What follows belongs to an exercise in optimizing a design on an open flow for small area, a short achievable clock period and few clock cycles; a production flow would make more cautious choices. Function was checked by simulation only, so behaviour that the tests miss may differ from the original. Power is estimated from default activity; no workload was simulated.

== run A ==
## core
module core #(
    parameter ADDR_W = 32,
    parameter INST_W = 32,
    parameter DATA_W = 32
)(
    input                   i_clk,
    input                   i_rst_n,
    output [ ADDR_W-1 : 0 ] o_i_addr,
    input  [ INST_W-1 : 0 ] i_i_inst,
    output                  o_d_we,
    output [ ADDR_W-1 : 0 ] o_d_addr,
    output [ DATA_W-1 : 0 ] o_d_wdata,
    input  [ DATA_W-1 : 0 ] i_d_rdata,
    output [        1 : 0 ] o_status,
    output                  o_status_valid
);
Settings: LEC_CHECK=0, CAP_MARGIN=20, CORE_MARGIN=2, CORE_UTILIZATION=40, SLEW_MARGIN=20; clock period 10.0 ns.
standard.sh (not shown) runs the stock make flow with config.mk's settings and CLKGATE_MAP_FILE= SYNTH_SCRIPT=/design/flow/synth_recipe.tcl, a recipe that flattens the netlist after the stock synthesis.
==> flow/flow/run.sh <==
#!/bin/bash
# Layout: the standard flow (standard.sh) with these changes:
#  - repair_timing aims at a setup slack of 7 ns on the 10 ns clock (a 3 ns
#    period), working on the worst path only (TNS_END_PERCENT 0), so the
#    achieved period is pushed down without upsizing every path;
#  - synthesis leaves adders to abc instead of mapping them to full/half
#    adder cells (ADDER_MAP_FILE empty);
#  - the branch-target adder module tgt_add is kept as its own module through
#    abc (then flattened as usual), so abc maps it for its own critical path
#    (it sits on a path from the i_i_inst input);
#  - every port still gets its buffer, but a buf_4 instead of the delay cell
#    buffer_ports picks by default.
# Registers, their names and types are those of the standard synthesis.
cd "$(dirname "$0")/.."
export SETUP_SLACK_MARGIN=7
export TNS_END_PERCENT=0
export ADDER_MAP_FILE=
export SYNTH_KEEP_MODULES=tgt_add
export BUFFER_PORTS_ARGS="-buffer_cell sky130_fd_sc_hd__buf_4"
bash standard.sh > standard.log 2>&1
Testbench counts of run A, summed over its fixed seeds: cycles 164,830.
The following lists how run B was set up differently from run A:
--- a/flow/flow/run.sh
+++ b/flow/flow/run.sh
@@ -9,5 +9,3 @@
 #    abc (then flattened as usual), so abc maps it for its own critical path
-#    (it sits on a path from the i_i_inst input);
-#  - every port still gets its buffer, but a buf_4 instead of the delay cell
-#    buffer_ports picks by default.
+#    (it sits on a path from the i_i_inst input).
 # Registers, their names and types are those of the standard synthesis.
@@ -18,3 +16,2 @@
 export SYNTH_KEEP_MODULES=tgt_add
-export BUFFER_PORTS_ARGS="-buffer_cell sky130_fd_sc_hd__buf_4"
 bash standard.sh > standard.log 2>&1
--- a/flow/config.mk
+++ b/flow/config.mk
@@ -9,3 +9,3 @@
 export CORE_MARGIN = 2
-export CORE_UTILIZATION = 40
+export CORE_UTILIZATION = 35
 export SLEW_MARGIN = 20
==> summary.txt <==
On fraction of area in multi-input gates: run B sits below run A.
Summary: with run A as the reference, total wire length in run B moved down slightly.
Clock power on run B is up relative to run A.
[compare] base=run A new=run B: aggregate global-route resource usage went down by 5.4 points; period utilization went up by 1.3 points.
Side by side, final-layout worst hold slack turned out lower in run B than in run A.
Edits applied to the flow inputs when going from run B to run C:
--- a/flow/flow/run.sh
+++ b/flow/flow/run.sh
@@ -9,4 +9,5 @@
 #    abc (then flattened as usual), so abc maps it for its own critical path
-#    (it sits on a path from the i_i_inst input).
-# Registers, their names and types are those of the standard synthesis.
+#    (it sits on a path from the i_i_inst input);
+#  - every port still gets its buffer, but a buf_4 instead of the delay cell
+#    buffer_ports picks by default;
 cd "$(dirname "$0")/.."
@@ -16,2 +17,3 @@
 export SYNTH_KEEP_MODULES=tgt_add
+export BUFFER_PORTS_ARGS="-buffer_cell sky130_fd_sc_hd__buf_4"
 bash standard.sh > standard.log 2>&1
--- a/flow/config.mk
+++ b/flow/config.mk
@@ -9,3 +9,4 @@
 export CORE_MARGIN = 2
-export CORE_UTILIZATION = 35
+export CORE_UTILIZATION = 45
+export CTS_BUF_LIST = sky130_fd_sc_hd__clkbuf_8
 export SLEW_MARGIN = 20
## What came out
On final cell count without fillers, the lower figure sits with run C, not run B. Re reported clock group power: run C is 8.0% down on run B. The count of fill cells added during filler insertion in run B is 1.4 times that in run C. For run B, the launch point of the worst path was i_i_inst[16], unlike run C, where it was i_i_inst[23]. Run C does better than run B on area of all placed cells without fillers. Compared with run B, run C shows a higher clock latency reported for the late side of the worst-skew pair. Changes observed in run C relative to run B: cell count of the worst reg-to-reg path decreased 8; relative slew slack decreased 4.7 points.
The inputs of run D differ from those of run C as listed below.
--- a/flow/config.mk
+++ b/flow/config.mk
@@ -9,3 +9,3 @@
 export CORE_MARGIN = 2
-export CORE_UTILIZATION = 45
+export CORE_UTILIZATION = 40
 export CTS_BUF_LIST = sky130_fd_sc_hd__clkbuf_8
## What came out
- Against run C, run D reports a fraction of standard cell area in multi-input logic that is lower.
- Relative to run C, final routed wire length divided by cell count has decreased by about 1.2% in run D.
- The post-layout instance area of run D is higher than that of run C.

[separate check: timing with driven ports]
The results above use ideal ports. As a check the final layouts listed here were re-extracted and re-timed, cells and wires unchanged. Step 1, drivers: a clkbuf_16 drives i_clk and a buf_2 each remaining input, both assumed. Step 2 also shifts input and output timing later by t, the mid clock arrival at the registers, as if the neighbouring blocks saw the same clock. Slacks: ideal ports / drivers / drivers and shift; pairs: ideal ports / drivers.
| run | shift t [ns] | setup slack, ns | worst register clock-pin slew, ns | worst slew at a driven data input, ns | cell pins on the clock port's net |
|---|---|---|---|---|---|
| run A | 0.912 | 6.218 / 6.223 / 5.326 | 0.07 / 0.07 | 0.14 | 1 |
| run B | 0.897 | 6.087 / 6.128 / 5.231 | 0.08 / 0.08 | 0.08 | 1 |
| run C | 1.087 | 6.121 / 6.172 / 5.085 | 0.08 / 0.08 | 0.05 | 1 |
| run D | 1.067 | 6.303 / 6.340 / 5.283 | 0.08 / 0.08 | 0.12 | 1 |
After both steps setup and hold are still met in every run listed. The setup slack of run C, which loses most, moves by +0.051 ns with the drivers and by -1.036 ns with both steps.
